This design comes from an exercise in tuning for small area, a short achievable clock period and few clock cycles on the open sky130 flow, not from production work. The RTL was checked by simulation tests, not by an equivalence proof against the original design.

===== flow/config.mk =====
export PLATFORM = sky130hd
export DESIGN_NAME = nzaa_layer
export DESIGN_NICKNAME = nzaa_layer
export VERILOG_FILES = /design/flow/design.v
export SDC_FILE = /design/flow/constraint.sdc
export NUM_CORES = 4
export LEC_CHECK = 0
export CAP_MARGIN = 20
export CORE_MARGIN = 2
export CORE_UTILIZATION = 40
export PLACE_DENSITY = 0.6
export SLEW_MARGIN = 20

===== flow/constraint.sdc =====
create_clock -name core_clock -period 10.0 [get_ports {clk}]
set_input_delay 2.0000 -clock core_clock [delete_from_list [all_inputs] [get_ports {clk}]]
set_output_delay 2.0000 -clock core_clock [all_outputs]
set_load 0.01 [all_outputs]

===== flow/design.v =====
module multiple(a,b,product,clk,rst,en,done);
  input[15:0] a;
  input[15:0] b;
  input clk;
  input rst;
  input en;
  output done;
  output reg [31:0] product;
  reg[31:0] tmp_p;
  reg[1:0] current_state;
  reg[1:0] next_state;
  parameter IDLE = 2'b00, MUL = 2'b01, CPS = 2'b10, OUT = 2'b11;
  assign done = (current_state == OUT);
  always @(posedge clk or negedge rst)
    begin
      if (!rst)
        current_state <= IDLE;
      else
        current_state <= next_state;
    end
  always @(current_state,en)
    begin
      next_state = IDLE;
      case (current_state)
        IDLE:
          if (en)
            next_state = MUL;
          else
            next_state = IDLE;
        MUL:
          next_state = CPS;
        CPS:
          next_state = OUT;
        OUT:
          next_state = IDLE;
      endcase
    end
  always @(posedge clk or negedge rst)
    begin
      if (!rst)
        begin
          tmp_p <= 32'h00000000;
          product <= 32'h00000000;
        end
      else
        begin
          case (next_state)
            MUL:
              begin
                tmp_p <= a[14:0]*b[14:0];
              end
            CPS:
              begin
                tmp_p[31] <= a[15] ^ b[15];
              end
            OUT:
              product <= tmp_p;
            default: ;
          endcase
        end
    end
  endmodule
module adder (a,b,cin,cout,sum,clk,rst,en,done);
  input [31:0] a,b;
  input cin;
  input clk;
  input rst;
  input en;
  output cout;
  output done;
  output reg [31:0] sum;
  reg[31:0] c_a;
  reg[31:0] c_b;
  reg sig;
  reg [2:0] current_state;
  reg [2:0] next_state;
  reg [31:0] c_sum;
  parameter IDLE = 3'b000, CPS1 = 3'b001, ADD = 3'b010, CPS2 = 3'b011, OUT = 3'b100;
  assign cout = sig;
  assign done = (current_state == OUT);
  always @(posedge clk or negedge rst)
    begin
      if(!rst)
        current_state <= IDLE;
      else
        current_state <= next_state;
    end
  always @(current_state,en)
    begin
      next_state = IDLE;
      case (current_state)
        IDLE:
          begin
            if (en)
              next_state = CPS1;
            else
              next_state = IDLE;
          end
        CPS1: next_state = ADD;
        ADD:  next_state = CPS2;
        CPS2: next_state = OUT;
        OUT:  next_state = IDLE;
        default: next_state = IDLE;
      endcase
    end
  always @(posedge clk or negedge rst)
    begin
      if (!rst)
        begin
          sum <= 32'h0;
          c_a <= 32'h0;
          c_b <= 32'h0;
          c_sum <= 32'h0;
          sig <= 1'b0;
        end
      else
        begin
          case (next_state)
              CPS1:  
                begin
                  if (a[31])
                    c_a <= 1'b1 + {1'b1,~a[30:0]};
                  else c_a <= a;
                  if (b[31])
                    c_b <= 1'b1 + {1'b1,~b[30:0]};
                  else c_b <= b;
                end
              ADD:
                begin
                  {sig,c_sum} <= c_a + c_b + cin;
                end
              CPS2:  
                begin
                  if (c_sum[31])
                    sum <= 1'b1 + {1'b1,~c_sum[30:0]};
                  else sum <= c_sum;
                end
              default: ;
            endcase
        end
    end
  endmodule
module fifo (clk,rst,r_en,w_en,data_in,data_out,fifo_empty,fifo_full);
  parameter CAP_WIDTH = 2;
  parameter D_WIDTH = 36;
  input clk;
  input rst;
  input r_en;
  input w_en;
  input[D_WIDTH-1:0] data_in;
  output reg[D_WIDTH-1:0] data_out;
  output wire fifo_empty;
  output wire fifo_full;
  reg[CAP_WIDTH-1:0] read_ptr,write_ptr;
  reg[CAP_WIDTH:0] counter;
  reg[D_WIDTH-1:0] data_mem [2**CAP_WIDTH-1:0];
  wire do_w = w_en && !fifo_full;
  wire do_r = r_en && !fifo_empty;
  always @(posedge clk or negedge rst)
  begin
    if (!rst)
      begin
        read_ptr <= 0;
        write_ptr <= 0;
        counter <= 0;
        data_out <= 0;
      end
    else
      begin
        if (do_w)
          write_ptr <= write_ptr + 1'b1;
        if (do_r)
          begin
            data_out <= data_mem[read_ptr];
            read_ptr <= read_ptr + 1'b1;
          end
        counter <= counter + do_w - do_r;
      end
  end
  always @(posedge clk)
  begin
    if (do_w)
      data_mem[write_ptr] <= data_in;
  end
  assign fifo_empty = (counter == 0);
  assign fifo_full = (counter == 2**CAP_WIDTH);
endmodule
module process_unit(
  clk,
  rst,
  fetch_enable,    
  read_buffer_en,  
  q_data,          
  dest_data_in,    
  row_out,
  dest_data_out,
  write_en,
  busy
);
parameter IDLE = 3'b000, FETCH = 3'b001, GET = 3'b010, MUL = 3'b011, ACC = 3'b100;
input clk;
input rst;
input fetch_enable;
output read_buffer_en;
input[35:0] q_data;
input[31:0] dest_data_in;
output reg[3:0] row_out;
output[31:0] dest_data_out;
output write_en;
output busy;
reg[2:0] current_state;
reg[2:0] next_state;
reg[15:0] a_m;
reg[15:0] b_m;
reg[31:0] sum_m;
wire[31:0] product_m;
wire[31:0] sum_o;
wire cout;
wire mul_done, add_done;
reg mul_en;
assign busy = (current_state != IDLE);
assign read_buffer_en = (current_state == IDLE) && fetch_enable;
wire acc_en = (current_state == MUL) && mul_done;
assign write_en = (current_state == ACC) && add_done;
assign dest_data_out = sum_o;
always @(posedge clk or negedge rst)
begin
  if (!rst)
    current_state <= IDLE;
  else
    current_state <= next_state;
end
always @(*)
begin
  next_state = current_state;
  case (current_state)
    IDLE:  if (fetch_enable) next_state = FETCH;
    FETCH: next_state = GET;
    GET:   next_state = MUL;
    MUL:   if (mul_done) next_state = ACC;
    ACC:   if (add_done) next_state = IDLE;
    default: next_state = IDLE;
  endcase
end
always @(posedge clk or negedge rst)
begin
  if (!rst)
    begin
      a_m <= 16'h0;
      b_m <= 16'h0;
      sum_m <= 32'h0;
      row_out <= 4'h0;
      mul_en <= 1'b0;
    end
  else
    begin
      mul_en <= 1'b0;
      case (current_state)
        FETCH:
        begin
          a_m <= q_data[35:20];
          b_m <= q_data[19:4];
          row_out <= q_data[3:0];
        end
        GET:
        begin
          sum_m <= dest_data_in;
          mul_en <= 1'b1;
        end
        default: ;
      endcase
    end
end
multiple mul1 (.a(a_m),.b(b_m),.product(product_m),.clk(clk),.rst(rst),.en(mul_en),.done(mul_done));
adder add1(.a(sum_m),.b(product_m),.cin(1'b0),.cout(cout),.sum(sum_o),.clk(clk),.rst(rst),.en(acc_en),.done(add_done));
endmodule
module nzaa_layer(
  clk,
  rst_n,
  ld_en,
  ld_sel,
  ld_addr,
  ld_data,
  start,
  n_in,
  a_in,
  bias,
  need_act,
  done,
  y
);
  parameter IDLE = 3'd0, COL = 3'd1, FETCH_VZ = 3'd2, SEND = 3'd3, WAIT = 3'd4, DONE = 3'd5;
  input clk;
  input rst_n;
  input ld_en;
  input[1:0] ld_sel;      
  input[4:0] ld_addr;
  input[15:0] ld_data;
  input start;
  input[4:0] n_in;        
  input[255:0] a_in;      
  input[15:0] bias;
  input need_act;
  output reg done;
  output[255:0] y;        
  reg[15:0] v_ram [0:31];
  reg[3:0]  z_ram [0:31];
  reg[5:0]  p_ram [0:16];
  reg[31:0] acc   [0:15];
  reg[255:0] a_reg;
  reg[4:0] ncol;
  reg act;
  reg[2:0] state;
  reg[4:0] col;
  reg[5:0] k;
  reg[5:0] kend;
  reg[3:0] r;        
  reg[3:0] row;
  reg[15:0] v_r;
  wire[3:0] empty, full, pop, wr, busy;
  wire[35:0] qd0, qd1, qd2, qd3;
  wire[3:0] row0, row1, row2, row3;
  wire[31:0] wd0, wd1, wd2, wd3;
  wire[15:0] a_col = a_reg[col[3:0]*16 +: 16];
  wire[35:0] item = {a_col, v_r, row};
  wire send_ok = (state == SEND) && !full[row[1:0]];
  wire[3:0] push = send_ok ? (4'b0001 << row[1:0]) : 4'b0000;
  wire accept = start && (state == IDLE || state == DONE);
  always @(posedge clk)
  begin
    if (ld_en && ld_sel == 2'd0)
      v_ram[ld_addr] <= ld_data;
    if (ld_en && ld_sel == 2'd1)
      z_ram[ld_addr] <= ld_data[3:0];
    if (ld_en && ld_sel == 2'd2 && ld_addr <= 5'd16)
      p_ram[ld_addr] <= ld_data[5:0];
  end
  always @(posedge clk or negedge rst_n)
  begin
    if (!rst_n)
      begin
        state <= IDLE;
        done <= 1'b0;
        col <= 5'd0;
        k <= 6'd0;
        kend <= 6'd0;
        r <= 4'd15;
        row <= 4'd0;
        v_r <= 16'd0;
        ncol <= 5'd0;
        act <= 1'b0;
      end
    else
      begin
        if (accept)
          begin
            ncol <= n_in;
            act <= need_act;
            col <= 5'd0;
            done <= 1'b0;
            state <= COL;
          end
        else
          case (state)
            COL:
              if (col == ncol)
                state <= WAIT;
              else
                begin
                  k <= p_ram[col];
                  kend <= p_ram[col + 1'b1];
                  r <= 4'd15;
                  state <= FETCH_VZ;
                end
            FETCH_VZ:
              if (k == kend)
                begin
                  col <= col + 1'b1;
                  state <= COL;
                end
              else
                begin
                  row <= r + 4'd1 + z_ram[k[4:0]];
                  v_r <= v_ram[k[4:0]];
                  state <= SEND;
                end
            SEND:
              if (send_ok)
                begin
                  r <= row;
                  k <= k + 1'b1;
                  state <= FETCH_VZ;
                end
            WAIT:
              if (&empty && !(|busy))
                begin
                  done <= 1'b1;
                  state <= DONE;
                end
            default: ;
          endcase
      end
  end
  always @(posedge clk)
  begin
    if (accept)
      a_reg <= a_in;
  end
  integer i;
  always @(posedge clk)
  begin
    for (i = 0; i < 16; i = i + 1)
      begin
        if (accept)
          acc[i] <= {bias[15], 7'b0, bias[14:0], 9'b0};
        else if (wr[i % 4] && ((i % 4 == 0 ? row0 : i % 4 == 1 ? row1 : i % 4 == 2 ? row2 : row3) == i))
          acc[i] <= (i % 4 == 0 ? wd0 : i % 4 == 1 ? wd1 : i % 4 == 2 ? wd2 : wd3);
      end
  end
  genvar j;
  generate
    for (j = 0; j < 16; j = j + 1)
      begin : out
        assign y[16*j +: 16] = (act && acc[j][31]) ? 16'h0000 : {acc[j][31], acc[j][23:9]};
      end
  endgenerate
  fifo PU0_buffer(.clk(clk),.rst(rst_n),.w_en(push[0]),.data_in(item),.data_out(qd0),.fifo_full(full[0]),.fifo_empty(empty[0]),.r_en(pop[0]));
  fifo PU1_buffer(.clk(clk),.rst(rst_n),.w_en(push[1]),.data_in(item),.data_out(qd1),.fifo_full(full[1]),.fifo_empty(empty[1]),.r_en(pop[1]));
  fifo PU2_buffer(.clk(clk),.rst(rst_n),.w_en(push[2]),.data_in(item),.data_out(qd2),.fifo_full(full[2]),.fifo_empty(empty[2]),.r_en(pop[2]));
  fifo PU3_buffer(.clk(clk),.rst(rst_n),.w_en(push[3]),.data_in(item),.data_out(qd3),.fifo_full(full[3]),.fifo_empty(empty[3]),.r_en(pop[3]));
  process_unit PU0(.clk(clk),.rst(rst_n),.fetch_enable(~empty[0]),.read_buffer_en(pop[0]),.q_data(qd0),.dest_data_in(acc[{row0[3:2], 2'd0}]),.row_out(row0),.dest_data_out(wd0),.write_en(wr[0]),.busy(busy[0]));
  process_unit PU1(.clk(clk),.rst(rst_n),.fetch_enable(~empty[1]),.read_buffer_en(pop[1]),.q_data(qd1),.dest_data_in(acc[{row1[3:2], 2'd1}]),.row_out(row1),.dest_data_out(wd1),.write_en(wr[1]),.busy(busy[1]));
  process_unit PU2(.clk(clk),.rst(rst_n),.fetch_enable(~empty[2]),.read_buffer_en(pop[2]),.q_data(qd2),.dest_data_in(acc[{row2[3:2], 2'd2}]),.row_out(row2),.dest_data_out(wd2),.write_en(wr[2]),.busy(busy[2]));
  process_unit PU3(.clk(clk),.rst(rst_n),.fetch_enable(~empty[3]),.read_buffer_en(pop[3]),.q_data(qd3),.dest_data_in(acc[{row3[3:2], 2'd3}]),.row_out(row3),.dest_data_out(wd3),.write_en(wr[3]),.busy(busy[3]));
endmodule

===== flow/run.sh =====
#!/bin/bash
# synth_recipe.tcl (not shown) runs the flow's synth.tcl, then flattens the netlist and writes it again
# the make line also repeats each setting of config.mk as NAME=value (left out here)
make -C /OpenROAD-flow-scripts/flow DESIGN_CONFIG=/design/flow/config.mk WORK_HOME=/design/flow/orfs CLKGATE_MAP_FILE= SYNTH_SCRIPT=/design/flow/synth_recipe.tcl finish

==> results.cfg <==
[timing]
clock.fmax_ghz = 0.147
fin_crit_sh = 0.682
timing.setup.tns_ns = 0
holdWs_ns = 0.450
period_needed_ns = 6.82
skew_ns = 0.0495
tightestPinTransition_ns = 1.26
rsz0062_at_grt = no
setup_ws_ns = 3.18
finalHoldViolations = 0
report.final.slew_viol_count = 0
setup_violations = 0
slew_headroom = 0.160

[die]
dieArea_um2 = 442000
die_h_um = 665
core-area_um2 = 435000
die_w_um = 665
start_util = 0.402
rows = 242
ioPinCount = 562

[synthesis]
synth_top_family_by_area = multiplexers
syn_inst = 13900
syn_nets = 15500
ys.flop_type = edfxtp_1
yosysSeqAreaShare = 0.529
synth_area_leader_cell = edfxtp_1
synth_top_area_frac = 0.315
synthMuxAreaShare = 0.124
synth_fa_ha_area_frac = 0.118
synthSimpleGateAreaFrac = 0.103
synth_compound_gate_area_share = 0.0607
yosysUniqueCellTypes = 83
synth_warnings = 7
synth-xor-area-share = 0.0295
async_flop_share = 0.382
netlist_area_um2 = 175000
avgSynthCellArea_um2 = 12.5
synth_seq_cells = 3377
synth_edf_count = 1830
synth_area_leaders = edfxtp_1 31%, dfrtp_1 18%, fa_1 7.8%

[place]
place_area_um2 = 186000
hpwl_mm = 321
gp_congestion = 0.909
port_buffers = 561
preCtsSetupSlack_ns = 3.18

[clock_tree]
ctsHoldBuffers = 0
clkTransAtPathRegs_ns = 0.06
cts_htree_levels = 5
post_cts_resized = 0
cts_buffer_depth = 4
cts_tree = built
cts-root-buf = clkbuf_16
cts_made_buffers = 361
clock_sinks = 3377
post-cts-setup-buffers = 0
insertion_delay_ns = 0.94

[route]
via_count = 107000
postRouteAntennaNets = 0
first_iter_violations = 8168
totalWireLength_mm = 455
drc = 0
wl_per_cell_um = 22.3
viasPerCell = 5.25
drt_first_pass_iters = 5

[finish]
final_cell_area_um2 = 199000
nFillCells = 39000
drive_gt1_frac = 0.142
area_growth_pct = 13.8
final_net_count = 15900

[critical_path]
worstPathArrival_ns = 7.63
slowest_delay_ns = 0.57
worstPathCellList = and2_1 -> fa_1 -> inv_1 -> fa_1 -> inv_1 -> fa_1 -> inv_1 -> fa_1 -> inv_1 -> fa_1 -> inv_1 -> fa_1 -> inv_1 -> ha_1 -> o21a_1 -> o21ai_0 -> o311ai_1 -> a221oi_1 -> o211ai_1 -> o211ai_1 -> o311ai_1 -> xor2_1 -> mux2_2
start_kind = register
crit_type = register to register
crit_fanout = 16
rr_worst_depth = 23
cp-end-kind = register
critical-path-slowest-cell = o311ai_1
cp_data_required_time_ns = 10.81

[worst_hold_path]
holdPathStages = 2
hp-class = register to register

[global_route]
track_usage = 0.204
grt_pass1_wl_mm = 692
grt-ovfl-total = 0
grt_pass1_vias = 107000
antenna_found_initial = 23
grt_max_degree = 170

[run]
cap_violations = 0

[run_status]
status = no timing/DRC/antenna violations
[cells in the final DEF (no fill, tap or decap), types with 26 or more instances in the layout]
cell type and count:
a211oi_1 29, a21o_1 112, a21oi_1 638, a221oi_1 27, and2_1 762, and3_1 28
buf_4 165, bufinv_16 26, clkbuf_1 88, clkbuf_16 374, clkbuf_8 47, clkdlybuf4s50_1 547
clkinv_2 59, dfrtp_1 1265, dfxtp_1 256, edfxtp_1 1830, fa_1 677, ha_1 564
inv_1 953, mux2_2 639, mux2i_1 170, mux4_2 564, nand2_1 2036, nand2b_1 45
nand3_1 75, nand4_1 34, nor2_1 515, nor2b_1 50, nor3_1 62, o21a_1 28
o21ai_0 618, o21bai_1 26, o31ai_1 113, o41ai_1 47, or3_1 59, or4_1 71
xnor2_1 166, xor2_1 422
[cells in the mapped netlist, types with 28 or more instances]
master / number
nand3_1: 76
nor3_1: 70
a211oi_1: 29
xnor2_1: 166
nand4_1: 34
buf_1: 100
or4_1: 71
dfrtp_1: 1287
a21oi_1: 638
and2_1: 778
a21o_1: 112
o41ai_1: 47
nand2_1: 2041
nand2b_1: 45
mux2i_1: 170
edfxtp_1: 1830
dfxtp_1: 256
xor2_1: 422
or3_1: 59
ha_1: 565
nor2_1: 522
inv_1: 954
fa_1: 677
o21a_1: 28
o21ai_0: 618
nor2b_1: 52
o31ai_1: 113
mux2_2: 639
and3_1: 28
mux4_2: 564
clkbuf_1: 570
[routing by layer]
layer / wire, µm / part of all wire / track usage / vias to the layer above
li1: - / - / - / 49600
met1: 208000 / 0.46 / 0.292 / 54200
met2: 208000 / 0.46 / 0.322 / 2719
met3: 24700 / 0.054 / 0.0308 / 591
met4: 14100 / 0.031 / 0.0588 / 14
met5: 101 / 0.00022 / 0 / -
[critical path, delay by kind of cell, from the launching register on]
| family | cells | cell delay, ns |
|---|---|---|
| fa+ha+maj | 7 | 3.37 |
| mux | 1 | 0.27 |
| simple gates | 1 | 0.27 |
| compound gates | 7 | 1.81 |
| buf+inv | 6 | 0.30 |
| flops | 1 | 0.55 |
| xor+xnor | 1 | 0.10 |
[final timing paths]
check,start,slack [ns],end
setup reg to reg,PU0.b_m[0],3.18,PU0.mul1.tmp_p[26]
hold reg to reg,acc[3][24],0.45,acc[3][24]
setup / recovery,PU0.b_m[0],3.18,PU0.mul1.tmp_p[26]
min in group asynchronous,rst_n,1.01,PU0.sum_m[10]
hold / removal,acc[3][24],0.45,acc[3][24]
max in group asynchronous,rst_n,6.78,PU3.row_out[3]
[cell families after synthesis]
logic type,Yosys count
simple gates,3899
fa+ha+maj,1242
flops,3377
buf+inv,1631
compound gates,1805
mux,1373
xor+xnor,588
[stage by stage]
stage | std cells | utilization
5_1_grt | 20400 | 0.457
6_report | 20400 | 0.457
4_1_cts | 20400 | 0.457
3_5_place_dp | 19700 | 0.429
2_1_floorplan | 13900 | -
3_3_place_gp | 19700 | 0.429
[final cells by class]
| class | count | area [µm²] | area share |
|---|---|---|---|
| Clock buffer | 509 | 10300 | 0.0520 |
| Multi-Input combinational cell | 8907 | 76300 | 0.384 |
| Inverter | 956 | 3600 | 0.0181 |
| Clock inverter | 154 | 1720 | 0.00868 |
| Timing Repair Buffer | 738 | 7050 | 0.0355 |
| Tap cell | 5734 | 7170 | 0.0361 |
| Antenna cell | 15 | 37.5 | 0.000189 |
| Sequential cell | 3377 | 92400 | 0.465 |
Testbench counts, summed over its fixed seeds: cycles 24,210.

## separate check: timing with driven ports
In the flow no input, the clock included, has a driving cell. The finished layout below was timed again as built, in two steps.
Step 1 (the two cells are an assumption about what drives the block):
set clk [get_ports {clk}]
set_driving_cell -lib_cell sky130_fd_sc_hd__clkbuf_16 $clk
set_driving_cell -lib_cell sky130_fd_sc_hd__buf_2 [delete_from_list [all_inputs] $clk]
Step 2, shift: input delay + t, output delay - t, t = (earliest + latest rising clock arrival at the registers) / 2. This alone moves slack from input paths to output paths.
Three values: no drivers, after step 1, after step 2; two values: the first two.
t, ns: 1.030
setup WS [ns]: 3.176 / 3.176 / 3.176
pins driven straight from the clock port: 1
After both steps this run still meets setup and hold. The setup slack of this run moves by 0.000 ns with the drivers and by 0.000 ns with both steps.
